Source: an optimization exercise on an open RTL-to-GDS flow (aim: small area). Production flows keep margins and buffers that such runs may drop. Function was checked by simulation only, so behaviour that the tests miss may differ from the original.

Design FFT_8pt, start of the top module:
module FFT_8pt(
    input clk, reset,
    input [11:0] real_in, imag_in,
    input [2:0] addr_real, addr_imag,
    input wr_en_real, wr_en_imag,
    output [23:0] fft_real_out, fft_imag_out
);
==> flow/config.mk <==
export PLATFORM = sky130hd
export DESIGN_NAME = FFT_8pt
export DESIGN_NICKNAME = FFT_8pt
export VERILOG_FILES = /design/flow/design.v
export SDC_FILE = /design/flow/constraint.sdc
export NUM_CORES = 4
export LEC_CHECK = 0
export CAP_MARGIN = 20
export CORE_MARGIN = 2
export CORE_UTILIZATION = 65
export SLEW_MARGIN = 20
export SYNTH_HIERARCHICAL = 1
==> flow/constraint.sdc <==
create_clock -name core_clock -period 16.0 [get_ports {clk}]
set_input_delay 3.2000 -clock core_clock [delete_from_list [all_inputs] [get_ports {clk}]]
set_output_delay 3.2000 -clock core_clock [all_outputs]
set_load 0.01 [all_outputs]
standard.sh (not shown) runs the stock make flow with config.mk's settings and CLKGATE_MAP_FILE= SYNTH_SCRIPT=/design/flow/synth_recipe.tcl, a recipe that flattens the netlist after the stock synthesis.
==> flow/flow/run.sh <==
#!/bin/bash
# Standard layout, with these changes: ports are buffered with the smallest
# buffer; the clock tree uses clkbuf_8 leaves and no dummy loads; buffers
# that synthesis added are removed and its upsized cells set back to drive 1
# after floorplanning (repair_design and repair_timing resize as needed).
set -euo pipefail
export BUFFER_PORTS_ARGS="-buffer_cell sky130_fd_sc_hd__buf_1"
export CTS_ARGS="-sink_clustering_enable -repair_clock_nets -dont_use_dummy_load -sink_clustering_size 16 -sink_clustering_max_diameter 80 -buf_list sky130_fd_sc_hd__clkbuf_8 -root_buf sky130_fd_sc_hd__clkbuf_16"
export REMOVE_ABC_BUFFERS=1
export POST_FLOORPLAN_TCL="$PWD/flow/downsize.tcl"
bash standard.sh > standard.log 2>&1
==> flow/flow/downsize.tcl <==
# Replace every combinational cell that synthesis sized up with the drive-1
# version of the same cell; placement's repair_design and repair_timing size
# back up what the layout needs.
set db [ord::get_db]
set block [ord::get_db_block]
set n 0
foreach inst [$block getInsts] {
  set name [[$inst getMaster] getName]
  if {[regexp {^(sky130_fd_sc_hd__[a-z0-9]+)_([0-9]+)$} $name -> base drv]} {
    if {$drv > 1 && ![string match "*__df*" $base] && ![string match "*__edf*" $base] \
        && ![string match "*clk*" $base] && ![string match "*conb*" $base]} {
      set new [$db findMaster ${base}_1]
      if {$new != "NULL" && $new != ""} {
        $inst swapMaster $new
        incr n
      }
    }
  }
}
puts "downsize.tcl: $n instances set to drive 1"
==> next run, changes <==
==> flow/flow/run.sh (replaced) <==
#!/bin/bash
# Standard layout, with three changes: ports are buffered with the smallest
# buffer, the clock tree uses larger sink clusters and no dummy loads, and
# after global routing cells on paths with slack are downsized.
set -euo pipefail
export BUFFER_PORTS_ARGS="-buffer_cell sky130_fd_sc_hd__buf_1"
export CTS_ARGS="-sink_clustering_enable -repair_clock_nets -dont_use_dummy_load -sink_clustering_size 24 -sink_clustering_max_diameter 120"
export RECOVER_POWER=100
bash standard.sh > standard.log 2>&1
removed: flow/flow/downsize.tcl
What happened: Now the flow completed and failed the layout checks on capacitance limit, slew limit; cell area is about the same; routed wire length came out lower by 0.53%; setup slack improved by 0.27 ns; non-clock buffer count is unchanged; fmax went up by 1.8%; worst hold slack gets worse by 0.014 ns; count of clock-buffer cells in the layout shrinks by 12; critical path depth does not change.
==> next run, changes <==
==> flow/flow/run.sh (replaced) <==
#!/bin/bash
# Standard layout, with two changes: ports are buffered with the smallest
# buffer, and the clock tree uses smaller buffers and no dummy loads.
set -euo pipefail
export BUFFER_PORTS_ARGS="-buffer_cell sky130_fd_sc_hd__buf_1"
export CTS_ARGS="-sink_clustering_enable -repair_clock_nets -dont_use_dummy_load -sink_clustering_size 16 -sink_clustering_max_diameter 80 -buf_list sky130_fd_sc_hd__clkbuf_8 -root_buf sky130_fd_sc_hd__clkbuf_16"
bash standard.sh > standard.log 2>&1
Result:
- This time the run produced a clean layout
- count of clock-buffer cells in the layout came out higher by 13
- final cell count grows by about 0.7%
- global-route usage is about the same
- die area is unchanged
- setup slack improves by 0.074 ns
- cell area rises by 0.75%
- clock skew came out higher by 0.0093 ns
- area after synthesis does not change
==> next run, changes <==
==> flow/flow/run.sh (replaced) <==
#!/bin/bash
# Standard layout, with two changes: ports are buffered with the smallest
# buffer, and the clock tree uses larger sink clusters and no dummy loads.
set -euo pipefail
export BUFFER_PORTS_ARGS="-buffer_cell sky130_fd_sc_hd__buf_1"
export CTS_ARGS="-sink_clustering_enable -repair_clock_nets -dont_use_dummy_load -sink_clustering_size 24 -sink_clustering_max_diameter 120"
bash standard.sh > standard.log 2>&1
=> The changed run passed the timing, DRC and antenna checks; cell area is about the same; wire length is about the same; non-clock buffer count is unchanged; area after synthesis does not change.
==> next run, changes <==
==> flow/flow/run.sh (replaced) <==
#!/bin/bash
# Standard layout, with two changes: ports are buffered with the smallest
# buffer, and the clock tree uses larger sink clusters and no dummy loads.
set -euo pipefail
export BUFFER_PORTS_ARGS="-buffer_cell sky130_fd_sc_hd__buf_1"
export CTS_ARGS="-sink_clustering_enable -repair_clock_nets -dont_use_dummy_load -sink_clustering_size 24 -sink_clustering_max_diameter 100 -buf_list {sky130_fd_sc_hd__clkbuf_8 sky130_fd_sc_hd__clkbuf_16}"
bash standard.sh > standard.log 2>&1
--- a/flow/config.mk
+++ b/flow/config.mk
@@ -8,5 +8,5 @@
 export CAP_MARGIN = 20
 export CORE_MARGIN = 2
-export CORE_UTILIZATION = 65
+export CORE_UTILIZATION = 80
 export SLEW_MARGIN = 20
 export SYNTH_HIERARCHICAL = 1
Clock skew decreases by 0.016 ns.
Count of clock-buffer cells in the layout is unchanged.
Maximum frequency goes down by 0.58%.
Wire length grows by 14%.
Core utilization climbs by 15 points.
First-iteration DRC count went up by 67%.
Worst setup slack got worse by 0.089 ns.
Via count goes up by about 7%.

========
Another version of the RTL of FFT_8pt (not shown whole).
Size in the first run: about 1300 cells after synthesis, roughly 460 flip-flops, ~82 I/O pins, ~21000 sq um of cells after synthesis.
export LEC_CHECK = 0
export CAP_MARGIN = 10
export CORE_MARGIN = 2
export CORE_UTILIZATION = 65
export SLEW_MARGIN = 10
export SYNTH_HIERARCHICAL = 1
create_clock -name core_clock -period 16.0 [get_ports {clk}]
==> flow/flow/run.sh <==
#!/bin/bash
# Standard layout, with these changes: ports are buffered with the smallest
# buffer; the clock tree uses clkbuf_4 leaves and no dummy loads; buffers
# that synthesis added are removed and its upsized cells set back to drive 1
# after floorplanning (repair_design and repair_timing resize as needed).
set -euo pipefail
export BUFFER_PORTS_ARGS="-buffer_cell sky130_fd_sc_hd__buf_1"
export CTS_ARGS="-sink_clustering_enable -repair_clock_nets -dont_use_dummy_load -sink_clustering_size 8 -sink_clustering_max_diameter 45 -buf_list sky130_fd_sc_hd__clkbuf_4 -root_buf sky130_fd_sc_hd__clkbuf_16"
export REMOVE_ABC_BUFFERS=1
export POST_FLOORPLAN_TCL="$PWD/flow/downsize.tcl"
bash standard.sh > standard.log 2>&1
==> flow/flow/downsize.tcl <==
# Set every combinational cell to the smallest-area drive strength of the
# same cell, and let placement's repair_design and repair_timing size back up
# what the layout needs.
set db [ord::get_db]
set block [ord::get_db_block]
set n 0
foreach inst [$block getInsts] {
  set m [$inst getMaster]
  set name [$m getName]
  if {![regexp {^(sky130_fd_sc_hd__[a-z0-9]+)_([0-9]+)$} $name -> base drv]} { continue }
  if {[string match "*__df*" $base] || [string match "*__edf*" $base] \
      || [string match "*clk*" $base] || [string match "*conb*" $base]} { continue }
  set best $m
  set barea [expr {[$m getWidth] * [$m getHeight]}]
  foreach d {0 1 2} {
    set c [$db findMaster ${base}_$d]
    if {$c == "NULL" || $c == ""} { continue }
    set a [expr {[$c getWidth] * [$c getHeight]}]
    if {$a < $barea} { set best $c; set barea $a }
  }
  if {$best != $m} {
    $inst swapMaster $best
    incr n
  }
}
puts "downsize.tcl: $n instances resized"
Edit:
--- a/flow/flow/run.sh
+++ b/flow/flow/run.sh
@@ -6,5 +6,5 @@
 set -euo pipefail
 export BUFFER_PORTS_ARGS="-buffer_cell sky130_fd_sc_hd__buf_1"
-export CTS_ARGS="-sink_clustering_enable -repair_clock_nets -dont_use_dummy_load -sink_clustering_size 8 -sink_clustering_max_diameter 45 -buf_list sky130_fd_sc_hd__clkbuf_4 -root_buf sky130_fd_sc_hd__clkbuf_16"
+export CTS_ARGS="-sink_clustering_enable -repair_clock_nets -dont_use_dummy_load -sink_clustering_size 10 -sink_clustering_max_diameter 50 -buf_list sky130_fd_sc_hd__clkbuf_4 -root_buf sky130_fd_sc_hd__clkbuf_16"
 export REMOVE_ABC_BUFFERS=1
 export POST_FLOORPLAN_TCL="$PWD/flow/downsize.tcl"
=>
- maximum frequency barely changes
- register-to-register slack degrades by 30 ps
- worst setup slack is worse by 30 ps
- design area falls slightly
- non-clock buffer count is unchanged
- wire length drops slightly
- via count goes down slightly
- count of clock-buffer cells in the layout is lower by 14
- synthesized area is unchanged
- global-route usage went down by 0.26 points

========
Another version of the RTL of FFT_8pt (not shown whole).
Size in the first run: roughly 440 flip-flops, about 82 I/O pins, roughly 0.022 mm2 of cells after synthesis.
Design FFT_8pt, start of the top module:
module FFT_8pt(
    input clk, reset,
    input [11:0] real_in, imag_in,
    input [2:0] addr_real, addr_imag,
    input wr_en_real, wr_en_imag,
    output [23:0] fft_real_out, fft_imag_out
);
export LEC_CHECK = 0
export CAP_MARGIN = 20
export CORE_MARGIN = 2
export CORE_UTILIZATION = 65
export CTS_CLUSTER_DIAMETER = 150
export CTS_CLUSTER_SIZE = 30
export SLEW_MARGIN = 20
export SYNTH_HIERARCHICAL = 1
create_clock -name core_clock -period 16.0 [get_ports {clk}]
run.sh (not shown) runs the stock make flow with config.mk's settings and CLKGATE_MAP_FILE= SYNTH_SCRIPT=/design/flow/synth_recipe.tcl, a recipe that flattens the netlist after the stock synthesis.
Stock flow here: none of the scripts above is used.
==> next run, changes <==
--- a/flow/config.mk
+++ b/flow/config.mk
@@ -8,7 +8,6 @@
 export CAP_MARGIN = 20
 export CORE_MARGIN = 2
-export CORE_UTILIZATION = 65
-export CTS_CLUSTER_DIAMETER = 150
-export CTS_CLUSTER_SIZE = 30
+export CORE_UTILIZATION = 40
+export CTS_BUF_LIST = sky130_fd_sc_hd__clkbuf_8
 export SLEW_MARGIN = 20
 export SYNTH_HIERARCHICAL = 1
Design area went up by a few percent. Core utilization went down by 24 points. Die area went up by well over a third. Clock-buffer cell count went up by 66.
==> next run, changes <==
==> flow/flow/run.sh (new file) <==
#!/bin/bash
# Standard layout, with two changes: ports are buffered with the smallest
# buffer, and the clock tree uses larger sink clusters and no dummy loads.
set -euo pipefail
export BUFFER_PORTS_ARGS="-buffer_cell sky130_fd_sc_hd__buf_1"
export CTS_ARGS="-sink_clustering_enable -repair_clock_nets -dont_use_dummy_load -sink_clustering_size 24 -sink_clustering_max_diameter 120"
bash standard.sh > standard.log 2>&1
==> flow/standard.sh (new file) <==
#!/bin/bash
# synth_recipe.tcl (not shown) runs the flow's synth.tcl, then flattens the netlist and writes it again
# the make line also repeats each setting of config.mk as NAME=value (left out here)
make -C /OpenROAD-flow-scripts/flow DESIGN_CONFIG=/design/flow/config.mk WORK_HOME=/design/flow/orfs CLKGATE_MAP_FILE= SYNTH_SCRIPT=/design/flow/synth_recipe.tcl "${@:-finish}"
--- a/flow/config.mk
+++ b/flow/config.mk
@@ -8,6 +8,5 @@
 export CAP_MARGIN = 20
 export CORE_MARGIN = 2
-export CORE_UTILIZATION = 40
-export CTS_BUF_LIST = sky130_fd_sc_hd__clkbuf_8
+export CORE_UTILIZATION = 65
 export SLEW_MARGIN = 20
 export SYNTH_HIERARCHICAL = 1
removed: flow/run.sh
The new run passed the timing, DRC and antenna checks.
Clock-buffer cell count decreases by 72.
Cell area decreases by a little under a tenth.
Global-route usage increases by 8.6 points.
Flip-flop and latch count stays the same.
Clock skew increases by 6.2 ps.
==> next run, changes <==
==> flow/flow/run.sh (replaced) <==
#!/bin/bash
# Standard layout, with two changes: ports are buffered with the smallest
# buffer, and the clock tree uses larger sink clusters and no dummy loads.
set -euo pipefail
export BUFFER_PORTS_ARGS="-buffer_cell sky130_fd_sc_hd__buf_1"
export CTS_ARGS="-sink_clustering_enable -repair_clock_nets -dont_use_dummy_load -sink_clustering_size 30 -sink_clustering_max_diameter 150"
bash standard.sh > standard.log 2>&1
Result: Count of clock-buffer cells in the layout goes down by 4. Setup slack improved by 15 ps. Wire length goes down by 0.77%. Sequential share of layout area is higher by 0.19 points. Fmax hardly moves.
==> next run, changes <==
==> flow/run.sh (new file) <==
#!/bin/bash
# synth_recipe.tcl (not shown) runs the flow's synth.tcl, then flattens the netlist and writes it again
# the make line also repeats each setting of config.mk as NAME=value (left out here)
make -C /OpenROAD-flow-scripts/flow DESIGN_CONFIG=/design/flow/config.mk WORK_HOME=/design/flow/orfs CLKGATE_MAP_FILE= SYNTH_SCRIPT=/design/flow/synth_recipe.tcl finish
--- a/flow/config.mk
+++ b/flow/config.mk
@@ -8,5 +8,7 @@
 export CAP_MARGIN = 20
 export CORE_MARGIN = 2
-export CORE_UTILIZATION = 65
+export CORE_UTILIZATION = 40
+export CTS_BUF_LIST = sky130_fd_sc_hd__clkbuf_4 sky130_fd_sc_hd__clkbuf_8
+export CTS_CLUSTER_SIZE = 16
 export SLEW_MARGIN = 20
 export SYNTH_HIERARCHICAL = 1
removed: flow/flow/run.sh
removed: flow/standard.sh
After rerunning: The changed run produced a clean layout; global-route usage came out lower by 8.5 points; routed wire length increases by about 9%; final cell count climbs by 21%; synthesized area stays the same; synthesized cell count does not change; clock skew hardly moves; die area rose by 61%; final area came out higher by about 9%; setup slack is worse by 35 ps.

========
Setup of build 36:
FFT_8pt, a different RTL version from the one above (not shown whole).
Size in the first run: about 450 flip-flops, roughly 82 I/O pins, roughly 21000 um2 of cells after synthesis.
==> flow/config.mk <==
export PLATFORM = sky130hd
export DESIGN_NAME = FFT_8pt
export DESIGN_NICKNAME = FFT_8pt
export VERILOG_FILES = /design/flow/design.v
export SDC_FILE = /design/flow/constraint.sdc
export NUM_CORES = 4
export LEC_CHECK = 0
export CAP_MARGIN = 10
export CORE_MARGIN = 2
export CORE_UTILIZATION = 65
export SLEW_MARGIN = 10
export SYNTH_HIERARCHICAL = 1
==> flow/constraint.sdc <==
create_clock -name core_clock -period 16.0 [get_ports {clk}]
set_input_delay 3.2000 -clock core_clock [delete_from_list [all_inputs] [get_ports {clk}]]
set_output_delay 3.2000 -clock core_clock [all_outputs]
set_load 0.01 [all_outputs]
standard.sh (not shown) runs the stock make flow with config.mk's settings and CLKGATE_MAP_FILE= SYNTH_SCRIPT=/design/flow/synth_recipe.tcl, a recipe that flattens the netlist after the stock synthesis.
==> flow/flow/run.sh <==
#!/bin/bash
# Standard layout, with these changes: ports are buffered with the smallest
# buffer; the clock tree uses clkbuf_4 leaves and no dummy loads; buffers
# that synthesis added are removed and its upsized cells set back to drive 1
# after floorplanning (repair_design and repair_timing resize as needed).
set -euo pipefail
export BUFFER_PORTS_ARGS="-buffer_cell sky130_fd_sc_hd__buf_1"
export CTS_ARGS="-sink_clustering_enable -repair_clock_nets -dont_use_dummy_load -sink_clustering_size 10 -sink_clustering_max_diameter 50 -buf_list sky130_fd_sc_hd__clkbuf_4 -root_buf sky130_fd_sc_hd__clkbuf_16"
export REMOVE_ABC_BUFFERS=1
export POST_FLOORPLAN_TCL="$PWD/flow/downsize.tcl"
bash standard.sh > standard.log 2>&1
Scripts as last shown in full above: flow/flow/downsize.tcl
Changes in build 73 relative to build 36:
==> flow/flow/run.sh <==
#!/bin/bash
# Standard layout, with these changes: ports are buffered with the smallest
# buffer; the clock tree uses clkbuf_4 leaves and no dummy loads; buffers
# that synthesis added are removed and its upsized cells set back to drive 1
# after floorplanning (repair_design and repair_timing resize as needed).
set -euo pipefail
export BUFFER_PORTS_ARGS="-buffer_cell sky130_fd_sc_hd__buf_1"
export CTS_ARGS="-sink_clustering_enable -repair_clock_nets -dont_use_dummy_load -sink_clustering_size 9 -sink_clustering_max_diameter 45 -buf_list sky130_fd_sc_hd__clkbuf_4 -root_buf sky130_fd_sc_hd__clkbuf_8"
export REMOVE_ABC_BUFFERS=1
export POST_FLOORPLAN_TCL="$PWD/flow/downsize.tcl"
export RECOVER_POWER=50
bash standard.sh > standard.log 2>&1
-- flow/config.mk --
<<< build 36, line 7
export LEC_CHECK = 0
export CAP_MARGIN = 10
export CORE_MARGIN = 2
export CORE_UTILIZATION = 65
export SLEW_MARGIN = 10
export SYNTH_HIERARCHICAL = 1
>>> build 73, line 7
export LEC_CHECK = 0
export CAP_MARGIN = 25
export CORE_MARGIN = 2
export CORE_UTILIZATION = 65
export SLEW_MARGIN = 25
export SYNTH_HIERARCHICAL = 1
==> comparison <==
Although build 73 finished all stages, its layout failed final checks on max-capacitance violations, max-slew violations.
Looking only at length of the first detailed-routing pass in iterations, and setting everything else aside, the lower value of build 73 and build 36 goes to build 73.
Compared with build 36, in build 73 non-clock buffering overhead in the final layout comparable, total length of routed met2 wires went down by about 0.8%.
From build 36 to build 73 the numbers moved as follows: core utilization held steady; via count grew by 64.
diff inputs: build 73 => build 59
==> flow/flow/run.sh <==
#!/bin/bash
# Standard layout, with these changes: ports are buffered with the smallest
# buffer; the clock tree uses clkbuf_4 leaves and no dummy loads; buffers
# that synthesis added are removed and its upsized cells set back to drive 1
# after floorplanning (repair_design and repair_timing resize as needed).
set -euo pipefail
export BUFFER_PORTS_ARGS="-buffer_cell sky130_fd_sc_hd__buf_1"
export CTS_ARGS="-sink_clustering_enable -repair_clock_nets -dont_use_dummy_load -sink_clustering_size 9 -sink_clustering_max_diameter 45 -buf_list sky130_fd_sc_hd__clkbuf_4 -root_buf sky130_fd_sc_hd__clkbuf_16"
export REMOVE_ABC_BUFFERS=1
export POST_FLOORPLAN_TCL="$PWD/flow/downsize.tcl"
bash standard.sh > standard.log 2>&1
-- flow/config.mk --
<<< build 73, line 7
export LEC_CHECK = 0
export CAP_MARGIN = 25
export CORE_MARGIN = 2
export CORE_UTILIZATION = 65
export SLEW_MARGIN = 25
export SYNTH_HIERARCHICAL = 1
>>> build 59, line 7
export LEC_CHECK = 0
export CAP_MARGIN = 10
export CORE_MARGIN = 2
export CORE_UTILIZATION = 65
export SLEW_MARGIN = 10
export SYNTH_HIERARCHICAL = 1
## What came out
Between build 73 and build 59, the difference in wire length of the first global-routing pass is negligible.
Of build 73 and build 59, only build 59 finishes the flow clean.
[flow] build 73 | stages: complete | final checks: fail | reason: max-capacitance violations, max-slew violations
Summary of build 59 over build 73: post-route clock period utilization now sits at about the same level.
Modified inputs, build 80 compared to build 59
==> flow/flow/run.sh <==
#!/bin/bash
# Standard layout, with these changes: ports are buffered with the smallest
# buffer; the clock tree uses clkbuf_4 leaves and no dummy loads; buffers
# that synthesis added are removed and its upsized cells set back to drive 1
# after floorplanning (repair_design and repair_timing resize as needed).
set -euo pipefail
export BUFFER_PORTS_ARGS="-buffer_cell sky130_fd_sc_hd__buf_1"
export CTS_ARGS="-sink_clustering_enable -repair_clock_nets -dont_use_dummy_load -sink_clustering_size 9 -sink_clustering_max_diameter 45 -buf_list sky130_fd_sc_hd__clkbuf_4 -root_buf sky130_fd_sc_hd__clkbuf_8"
export REMOVE_ABC_BUFFERS=1
export POST_FLOORPLAN_TCL="$PWD/flow/downsize.tcl"
export RECOVER_POWER=100
bash standard.sh > standard.log 2>&1
--- outcome ---
No crash in build 80: every stage finished, but the layout fails its final checks due to max-capacitance violations, max-slew violations. The via count of build 80 and that of build 59 are within noise of each other. Diff build 59 -> build 80: design area went down; timing-limited maximum frequency did not really move. Changes observed in build 80 relative to build 59: global-route met1 utilization held; standard cell core area held; total of fill cells in the finished design went up about 1.1%. The core of build 80 is less densely filled than that of build 59. Setup slack: build 80 less than build 59.

## re-timing with driven ports
The flow's constraints put no driver on any port. The routed layouts listed below were extracted and timed again, unchanged, in two steps.
Step 1 sets driving cells, clkbuf_16 on the clock port and buf_2 on the other inputs (assumed; they add their load-dependent delay and slew).
Step 2, shift: input delay + t, output delay - t, t = (earliest + latest rising clock arrival at the registers) / 2. This alone moves slack from input paths to output paths.
a / b / c = no drivers / after step 1 / after step 2; a / b = the first two.
run	t, ns	setup slack, ns	worst setup path after step 2	clock arrival spread, ns
the first run of note 1	0.545	0.562 / 0.562 / 0.562	register to register	0.075 / 0.075
the second run of note 1	0.578	0.837 / 0.837 / 0.837	register to register	0.062 / 0.062
the third run of note 1	0.536	0.911 / 0.911 / 0.911	register to register	0.071 / 0.071
the fourth run of note 1	0.580	0.821 / 0.821 / 0.821	register to register	0.064 / 0.064
the fifth run of note 1	0.580	0.732 / 0.732 / 0.732	register to register	0.046 / 0.047
the first run of note 2	0.573	1.055 / 1.055 / 1.055	register to register	0.048 / 0.047
the second run of note 2	0.567	1.024 / 1.024 / 1.024	register to register	0.085 / 0.086
the first run of note 3	0.587	0.870 / 0.870 / 0.870	register to register	0.043 / 0.043
the second run of note 3	0.699	0.963 / 0.963 / 0.963	register to register	0.032 / 0.032
the third run of note 3	0.579	0.980 / 0.980 / 0.980	register to register	0.036 / 0.036
the fourth run of note 3	0.574	0.995 / 0.995 / 0.995	register to register	0.031 / 0.031
the fifth run of note 3	0.698	0.960 / 0.960 / 0.960	register to register	0.037 / 0.037
build 36	0.565	1.028 / 1.028 / 1.028	register to register	0.084 / 0.084
build 73	0.639	0.980 / 0.980 / 0.980	register to register	0.045 / 0.044
build 59	0.573	0.968 / 0.968 / 0.968	register to register	0.049 / 0.049
build 80	0.638	0.960 / 0.960 / 0.960	register to register	0.045 / 0.044
